This is an optimization exercise on Yosys and OpenROAD, whose aim is small area and a short achievable clock period, not a production implementation.
Function was checked by simulation only, so behaviour that the tests miss may differ from the original.
The flow treats the clock pin as an ideal source, which a real chip does not have.
Power is estimated from default activity; no workload was simulated.

## old
## mult_core_fast
module mult_core_fast (
    input                iclk        ,
    input                irst        ,
    input        [71:0]  idata       ,
    input        [71:0]  idata_kernel,
    input                icalc_en    ,
    output logic [7:0]   odata       ,
    output logic         odata_valid
);
Size: roughly 2500 cells after synthesis, ~320 flip-flops, roughly 160 I/O pins, about 25000 sq um of cells after synthesis.
Settings: LEC_CHECK=0, CAP_MARGIN=20, CORE_MARGIN=2, CORE_UTILIZATION=65, CTS_CLUSTER_DIAMETER=100, CTS_CLUSTER_SIZE=30, SLEW_MARGIN=20, SYNTH_HIERARCHICAL=1; clock period 8.5 ns.
standard.sh (not shown) runs the stock make flow with config.mk's settings and CLKGATE_MAP_FILE= SYNTH_SCRIPT=/design/flow/synth_recipe.tcl, a recipe that flattens the netlist after the stock synthesis.
==> flow/flow/run.sh <==
#!/bin/bash
# Standard layout with two changes:
#  - the port buffers are plain buf_1 cells instead of the default delay buffers;
#  - after clock tree synthesis, flow/skew.tcl delays the clock of the two
#    internal register banks (rp_*: products, rs_*: adder-tree rows), whose
#    inputs and outputs are all other registers, to balance the three internal
#    register-to-register stages (useful skew). Registers next to ports
#    (rin_*, ro_*, valid_pipe) keep the tree's clock.
# From global routing on, timing repair keeps a hold margin (and, where set
# here, a setup margin) over the skewed clocks.
# Each tool's output goes to its own log in this folder.
set -euo pipefail
export BUFFER_PORTS_ARGS="-buffer_cell sky130_fd_sc_hd__buf_1"
bash standard.sh cts > orfs_to_cts.log 2>&1
R=orfs/results/sky130hd/mult_core_fast/base
export SKEW_IN=$R/4_1_cts.odb
export SKEW_OUT=$R/4_1_cts.odb
export SKEW_CLASSES="rp_* sky130_fd_sc_hd__clkdlybuf4s50_1 sky130_fd_sc_hd__clkbuf_1 sky130_fd_sc_hd__clkbuf_1 ; rs_* sky130_fd_sc_hd__clkdlybuf4s50_1 sky130_fd_sc_hd__clkdlybuf4s50_1"
openroad -no_splash -exit flow/skew.tcl > skew.log 2>&1
cp $R/4_1_cts.odb $R/4_cts.odb
HOLD_SLACK_MARGIN=0.1 SETUP_SLACK_MARGIN=5.45 bash standard.sh > orfs_finish.log 2>&1
Other scripts of this flow, unchanged in this note and not shown: flow/flow/skew.tcl
## Diff of input files: new against old
--- a/flow/flow/run.sh
+++ b/flow/flow/run.sh
@@ -20,2 +20,2 @@
 cp $R/4_1_cts.odb $R/4_cts.odb
-HOLD_SLACK_MARGIN=0.1 SETUP_SLACK_MARGIN=5.45 bash standard.sh > orfs_finish.log 2>&1
+HOLD_SLACK_MARGIN=0.1 SETUP_SLACK_MARGIN=5.2 bash standard.sh > orfs_finish.log 2>&1
Results
- In the tables for new and old, total of plain and repair buffers excluding clock buffers reads higher with old.
- Detailed-routed wire length on met2: new and old compared, lower one is new
- [compare] base=old new=new: setup slack went down, synthesized instance count did not really move, wire length reported by the detailed router went down.

---

the previous run:
Another version of the RTL of mult_core_fast (not shown whole).
For scale: ~2300 cells after synthesis, ~160 I/O pins, ~24000 um2 of cells after synthesis.
clock: 8.5 ns
lec_check: 0
cap_margin: 20
core_margin: 2
core_utilization: 65
cts_cluster_diameter: 100
cts_cluster_size: 30
setup_slack_margin: 4.6
slew_margin: 20
synth_hierarchical: 1
==> flow/flow/run.sh <==
#!/bin/bash
# Standard layout, except that the port buffers are plain buf_1 cells instead of
# the default delay buffers. Each tool's output goes to its own log in this folder.
set -euo pipefail
export BUFFER_PORTS_ARGS="-buffer_cell sky130_fd_sc_hd__buf_1"
bash standard.sh > orfs_make.log 2>&1
> inputs changed (the previous run -> the current run)
Settings: CTS_CLUSTER_SIZE changed from 30 to 40; SETUP_SLACK_MARGIN removed (was 4.6).
### Flow results
- When the current run is measured against the previous run, its internal power turns out about 4.5% lower.
- The current run vs. the previous run: routed wire length moved down, number of signal-net buffers in the layout lower.
- rin_2 as the beginning of the critical path was reported by the current run, and rin_48 by the previous run.
- Per the comparison of the current run with the previous run, detailed-route via count moved down, final core utilization shrank by 2.3 points.
- The current run went all the way through the flow, and no timing, DRC or antenna check failed.

---

Another version of the RTL of mult_core_fast (not shown whole).
Size in the first run: about 370 flip-flops, ~160 I/O pins, about 26000 µm² of cells after synthesis.
==> flow/config.mk <==
export PLATFORM = sky130hd
export DESIGN_NAME = mult_core_fast
export DESIGN_NICKNAME = mult_core_fast
export VERILOG_FILES = /design/flow/design.v
export SDC_FILE = /design/flow/constraint.sdc
export NUM_CORES = 4
export LEC_CHECK = 0
export CAP_MARGIN = 20
export CORE_MARGIN = 2
export CORE_UTILIZATION = 65
export CTS_CLUSTER_DIAMETER = 100
export CTS_CLUSTER_SIZE = 30
export SLEW_MARGIN = 20
export SYNTH_HIERARCHICAL = 1
==> flow/constraint.sdc <==
create_clock -name core_clock -period 8.5 [get_ports {iclk}]
set_input_delay 1.7000 -clock core_clock [delete_from_list [all_inputs] [get_ports {iclk}]]
set_output_delay 1.7000 -clock core_clock [all_outputs]
set_load 0.01 [all_outputs]
==> flow/flow/run.sh <==
#!/bin/bash
set -euo pipefail
export BUFFER_PORTS_ARGS="-buffer_cell sky130_fd_sc_hd__buf_1"
bash standard.sh cts > orfs_to_cts.log 2>&1
R=orfs/results/sky130hd/mult_core_fast/base
export SKEW_IN=$R/4_1_cts.odb
export SKEW_OUT=$R/4_1_cts.odb
export SKEW_CLASSES="rp_* sky130_fd_sc_hd__clkdlybuf4s50_1 sky130_fd_sc_hd__clkdlybuf4s50_1 sky130_fd_sc_hd__clkbuf_1 ; rt3_* sky130_fd_sc_hd__clkdlybuf4s50_1 ; rs_* sky130_fd_sc_hd__clkbuf_1"
openroad -no_splash -exit flow/skew.tcl > skew.log 2>&1
cp $R/4_1_cts.odb $R/4_cts.odb
HOLD_SLACK_MARGIN=0.05 SETUP_SLACK_MARGIN=5.65 bash standard.sh > orfs_finish.log 2>&1
Other scripts of this flow, unchanged in this note and not shown: flow/flow/skew.tcl
The first run reached the layout checks and failed them: negative hold slack.
Rerun with:
--- a/flow/flow/run.sh
+++ b/flow/flow/run.sh
@@ -9,3 +9,3 @@
 openroad -no_splash -exit flow/skew.tcl > skew.log 2>&1
 cp $R/4_1_cts.odb $R/4_cts.odb
-HOLD_SLACK_MARGIN=0.05 SETUP_SLACK_MARGIN=5.65 bash standard.sh > orfs_finish.log 2>&1
+HOLD_SLACK_MARGIN=0.1 SETUP_SLACK_MARGIN=5.65 bash standard.sh > orfs_finish.log 2>&1
The new run finished with timing, DRC and antenna clean. Worst setup slack is worse by 4.9 ps. Synthesized area stays the same. Wire length is higher by 1.5%. Non-clock buffer count goes up by 30. Final cell count rises by 0.93%. Final area climbs by 1.1%. Total power went up by 1.3%. Clock skew came out lower by 4.9 ps. Hold slack improved by 49 ps. First-iteration DRC count is higher by 6.1%.

---

Setup of T:
Another version of the RTL of mult_core_fast (not shown whole).
Size in the first run: about 320 flip-flops.
// mult_core_fast
module mult_core_fast (
    input                iclk        ,
    input                irst        ,
    input        [71:0]  idata       ,
    input        [71:0]  idata_kernel,
    input                icalc_en    ,
    output logic [7:0]   odata       ,
    output logic         odata_valid
);
==> flow/config.mk <==
export PLATFORM = sky130hd
export DESIGN_NAME = mult_core_fast
export DESIGN_NICKNAME = mult_core_fast
export VERILOG_FILES = /design/flow/design.v
export SDC_FILE = /design/flow/constraint.sdc
export NUM_CORES = 4
export LEC_CHECK = 0
export CAP_MARGIN = 20
export CORE_MARGIN = 2
export CORE_UTILIZATION = 65
export CTS_CLUSTER_DIAMETER = 100
export CTS_CLUSTER_SIZE = 30
export SLEW_MARGIN = 20
export SYNTH_HIERARCHICAL = 1
==> flow/constraint.sdc <==
create_clock -name core_clock -period 8.5 [get_ports {iclk}]
set_input_delay 1.7000 -clock core_clock [delete_from_list [all_inputs] [get_ports {iclk}]]
set_output_delay 1.7000 -clock core_clock [all_outputs]
set_load 0.01 [all_outputs]
==> flow/flow/run.sh <==
#!/bin/bash
set -euo pipefail
export BUFFER_PORTS_ARGS="-buffer_cell sky130_fd_sc_hd__buf_1"
bash standard.sh cts > orfs_to_cts.log 2>&1
R=orfs/results/sky130hd/mult_core_fast/base
export SKEW_IN=$R/4_1_cts.odb
export SKEW_OUT=$R/4_1_cts.odb
export SKEW_CLASSES="rp_* sky130_fd_sc_hd__clkdlybuf4s50_1 sky130_fd_sc_hd__clkbuf_1 ; rs_* sky130_fd_sc_hd__clkdlybuf4s50_1 sky130_fd_sc_hd__clkdlybuf4s50_1"
openroad -no_splash -exit flow/skew.tcl > skew.log 2>&1
cp $R/4_1_cts.odb $R/4_cts.odb
HOLD_SLACK_MARGIN=0.1 SETUP_SLACK_MARGIN=5.3 bash standard.sh > orfs_finish.log 2>&1
Other scripts of this flow, unchanged in this note and not shown: flow/flow/skew.tcl
[inputs] P vs T
--- a/flow/flow/run.sh
+++ b/flow/flow/run.sh
@@ -9,3 +9,3 @@
 openroad -no_splash -exit flow/skew.tcl > skew.log 2>&1
 cp $R/4_1_cts.odb $R/4_cts.odb
-HOLD_SLACK_MARGIN=0.1 SETUP_SLACK_MARGIN=5.3 bash standard.sh > orfs_finish.log 2>&1
+HOLD_SLACK_MARGIN=0.1 SETUP_SLACK_MARGIN=5.5 bash standard.sh > orfs_finish.log 2>&1
Findings:
P: no failed stages, no open violations at the end. On wire length, the lower figure sits with T, not P. P ends up with a clock share of power that is 0.9 points lower than in T. Number of non-clock buffers in P vs T: up 63. Average vias per placed instance, P and T: smaller value in T. Comparing P and T, the higher area used by sequential logic in the layout is on P. Comparing P against T, there is no change at all in total placed instance area. In the tables for P and T, non-filler instance count after layout reads lower with T.

---

RTL: one of the versions met above, not the one the previous note started from.
For scale: roughly 2500 cells after synthesis, about 370 flip-flops, about 160 I/O pins.
==> flow/config.mk <==
export PLATFORM = sky130hd
export DESIGN_NAME = mult_core_fast
export DESIGN_NICKNAME = mult_core_fast
export VERILOG_FILES = /design/flow/design.v
export SDC_FILE = /design/flow/constraint.sdc
export NUM_CORES = 4
export LEC_CHECK = 0
export CAP_MARGIN = 20
export CORE_MARGIN = 2
export CORE_UTILIZATION = 65
export CTS_CLUSTER_DIAMETER = 100
export CTS_CLUSTER_SIZE = 30
export SLEW_MARGIN = 20
export SYNTH_HIERARCHICAL = 1
==> flow/constraint.sdc <==
create_clock -name core_clock -period 8.5 [get_ports {iclk}]
set_input_delay 1.7000 -clock core_clock [delete_from_list [all_inputs] [get_ports {iclk}]]
set_output_delay 1.7000 -clock core_clock [all_outputs]
set_load 0.01 [all_outputs]
==> flow/flow/run.sh <==
#!/bin/bash
set -euo pipefail
export BUFFER_PORTS_ARGS="-buffer_cell sky130_fd_sc_hd__buf_1"
bash standard.sh cts > orfs_to_cts.log 2>&1
R=orfs/results/sky130hd/mult_core_fast/base
export SKEW_IN=$R/4_1_cts.odb
export SKEW_OUT=$R/4_1_cts.odb
export SKEW_CLASSES="rp_* sky130_fd_sc_hd__clkdlybuf4s50_1 sky130_fd_sc_hd__clkdlybuf4s50_1 sky130_fd_sc_hd__clkbuf_1 sky130_fd_sc_hd__clkbuf_1 ; rt3_* sky130_fd_sc_hd__clkdlybuf4s50_1 ; rs_* sky130_fd_sc_hd__clkbuf_1"
openroad -no_splash -exit flow/skew.tcl > skew.log 2>&1
cp $R/4_1_cts.odb $R/4_cts.odb
HOLD_SLACK_MARGIN=0.2 SETUP_SLACK_MARGIN=5.65 bash standard.sh > orfs_finish.log 2>&1
Other scripts of this flow, unchanged in this note and not shown: flow/flow/skew.tcl
Edit:
--- a/flow/flow/run.sh
+++ b/flow/flow/run.sh
@@ -11 +11 @@
-HOLD_SLACK_MARGIN=0.2 SETUP_SLACK_MARGIN=5.65 bash standard.sh > orfs_finish.log 2>&1
+HOLD_SLACK_MARGIN=0.1 SETUP_SLACK_MARGIN=5.8 bash standard.sh > orfs_finish.log 2>&1
Outcome: The changed run completed and failed the layout checks on hold timing; die area does not change; utilization falls by 0.22 points; non-clock buffer count falls by 38; clock-buffer cell count does not change; final area barely changes; routed wire length falls by 1.2%.
Edit:
==> flow/flow/run.sh (replaced) <==
#!/bin/bash
set -euo pipefail
export BUFFER_PORTS_ARGS="-buffer_cell sky130_fd_sc_hd__buf_1"
bash standard.sh cts > orfs_to_cts.log 2>&1
R=orfs/results/sky130hd/mult_core_fast/base
export SKEW_IN=$R/4_1_cts.odb
export SKEW_OUT=$R/4_1_cts.odb
export SKEW_CLASSES="rp_* sky130_fd_sc_hd__clkdlybuf4s50_1 sky130_fd_sc_hd__clkdlybuf4s50_1 sky130_fd_sc_hd__clkbuf_1 ; rt3_* sky130_fd_sc_hd__clkdlybuf4s50_1 ; rs_* sky130_fd_sc_hd__clkbuf_1"
openroad -no_splash -exit flow/skew.tcl > skew.log 2>&1
cp $R/4_1_cts.odb $R/4_cts.odb
HOLD_SLACK_MARGIN=0.1 SETUP_SLACK_MARGIN=5.65 bash standard.sh > orfs_finish.log 2>&1
CORE_UTILIZATION = 80   (was 65)
What happened: The new run finished with hold timing left. Total power grows by 3.4%. Count of clock-buffer cells in the layout is unchanged. Via count grows by 9.3%. Global-route usage grows by 8.9 points.
Edit:
==> flow/flow/run.sh (replaced) <==
#!/bin/bash
set -euo pipefail
export BUFFER_PORTS_ARGS="-buffer_cell sky130_fd_sc_hd__buf_1"
bash standard.sh cts > orfs_to_cts.log 2>&1
R=orfs/results/sky130hd/mult_core_fast/base
export SKEW_IN=$R/4_1_cts.odb
export SKEW_OUT=$R/4_1_cts.odb
export SKEW_CLASSES="rp_* sky130_fd_sc_hd__clkdlybuf4s50_1 sky130_fd_sc_hd__clkdlybuf4s50_1 sky130_fd_sc_hd__clkbuf_1 sky130_fd_sc_hd__clkbuf_1 ; rt3_* sky130_fd_sc_hd__clkdlybuf4s50_1 ; rs_* sky130_fd_sc_hd__clkbuf_1"
openroad -no_splash -exit flow/skew.tcl > skew.log 2>&1
cp $R/4_1_cts.odb $R/4_cts.odb
HOLD_SLACK_MARGIN=0.2 SETUP_SLACK_MARGIN=5.8 bash standard.sh > orfs_finish.log 2>&1
CORE_UTILIZATION = 65   (was 80)
What happened:
- The changed run ran to the end with no violations
- setup slack gains 0.75 ns
- design area is higher by 5.4%
- clock-buffer cell count stays the same
- clock skew is higher by 0.038 ns
- die area is higher by 23%
- sequential power is lower by about 1%
- core utilization is lower by 14 points
- wire length is lower by 17%
- via count is lower by 7.1%
- critical path depth is lower by 7

-- static timing again, ports no longer ideal --
The flow's constraints put no driver on any port. The routed layouts listed below were extracted and timed again, unchanged, in two steps. Step 1 (the two cells are an assumption about what drives the block):
set clk [get_ports {iclk}]
set_driving_cell -lib_cell sky130_fd_sc_hd__clkbuf_16 $clk
set_driving_cell -lib_cell sky130_fd_sc_hd__buf_2 [delete_from_list [all_inputs] $clk]
Step 2, shift: input delay + t, output delay - t, t = (earliest + latest rising clock arrival at the registers) / 2. This alone moves slack from input paths to output paths. a / b / c = no drivers / after step 1 / after step 2; a / b = the first two.
| run | shift t [ns] | setup WS [ns] | hold slack, ns | clock arrival spread, ns | worst data-port slew with drivers (ns) | cell pins on the clock port's net |
|---|---|---|---|---|---|---|
| old | 1.114 | 5.489 / 5.489 / 5.489 | 0.046 / 0.046 / 0.046 | 1.138 / 1.138 | 0.06 | 1 |
| new | 1.115 | 5.334 / 5.334 / 5.334 | 0.062 / 0.062 / 0.062 | 1.142 / 1.142 | 0.06 | 1 |
| the previous run | 0.570 | 4.693 / 4.693 / 4.693 | 0.451 / 0.451 / 0.451 | 0.019 / 0.019 | 0.04 | 1 |
| the current run | 0.570 | 4.372 / 4.372 / 4.372 | 0.452 / 0.452 / 0.452 | 0.020 / 0.020 | 0.04 | 1 |
| the first run of note 3 | 1.192 | 5.715 / 5.656 / 5.723 | -0.013 / -0.013 / -0.013 | 1.294 / 1.294 | 0.04 | 1 |
| the second run of note 3 | 1.188 | 5.710 / 5.651 / 5.710 | 0.036 / 0.036 / 0.036 | 1.285 / 1.285 | 0.04 | 1 |
| T | 1.111 | 5.330 / 5.330 / 5.330 | 0.069 / 0.069 / 0.069 | 1.161 / 1.161 | 0.04 | 1 |
| P | 1.107 | 5.327 / 5.327 / 5.327 | 0.085 / 0.085 / 0.085 | 1.153 / 1.154 | 0.04 | 1 |
| the first run of note 5 | 1.255 | 5.710 / 5.651 / 5.720 | 0.115 / 0.115 / 0.115 | 1.414 / 1.414 | 0.04 | 1 |
| the second run of note 5 | 1.276 | 5.748 / 5.731 / 5.727 | -0.051 / -0.051 / -0.051 | 1.457 / 1.457 | 0.04 | 1 |
| the third run of note 5 | 1.232 | 5.033 / 5.033 / 5.033 | -0.063 / -0.063 / -0.063 | 1.385 / 1.385 | 0.06 | 1 |
| the fourth run of note 5 | 1.259 | 5.787 / 5.728 / 5.742 | 0.068 / 0.068 / 0.068 | 1.422 / 1.421 | 0.04 | 1 |
In 10 of these runs the clock reaches the registers at very different times; t lies between them, and the last value is a rough guide only. The setup slack of the fourth run of note 5, which loses most, moves by -0.059 ns with the drivers and by -0.045 ns with both steps.
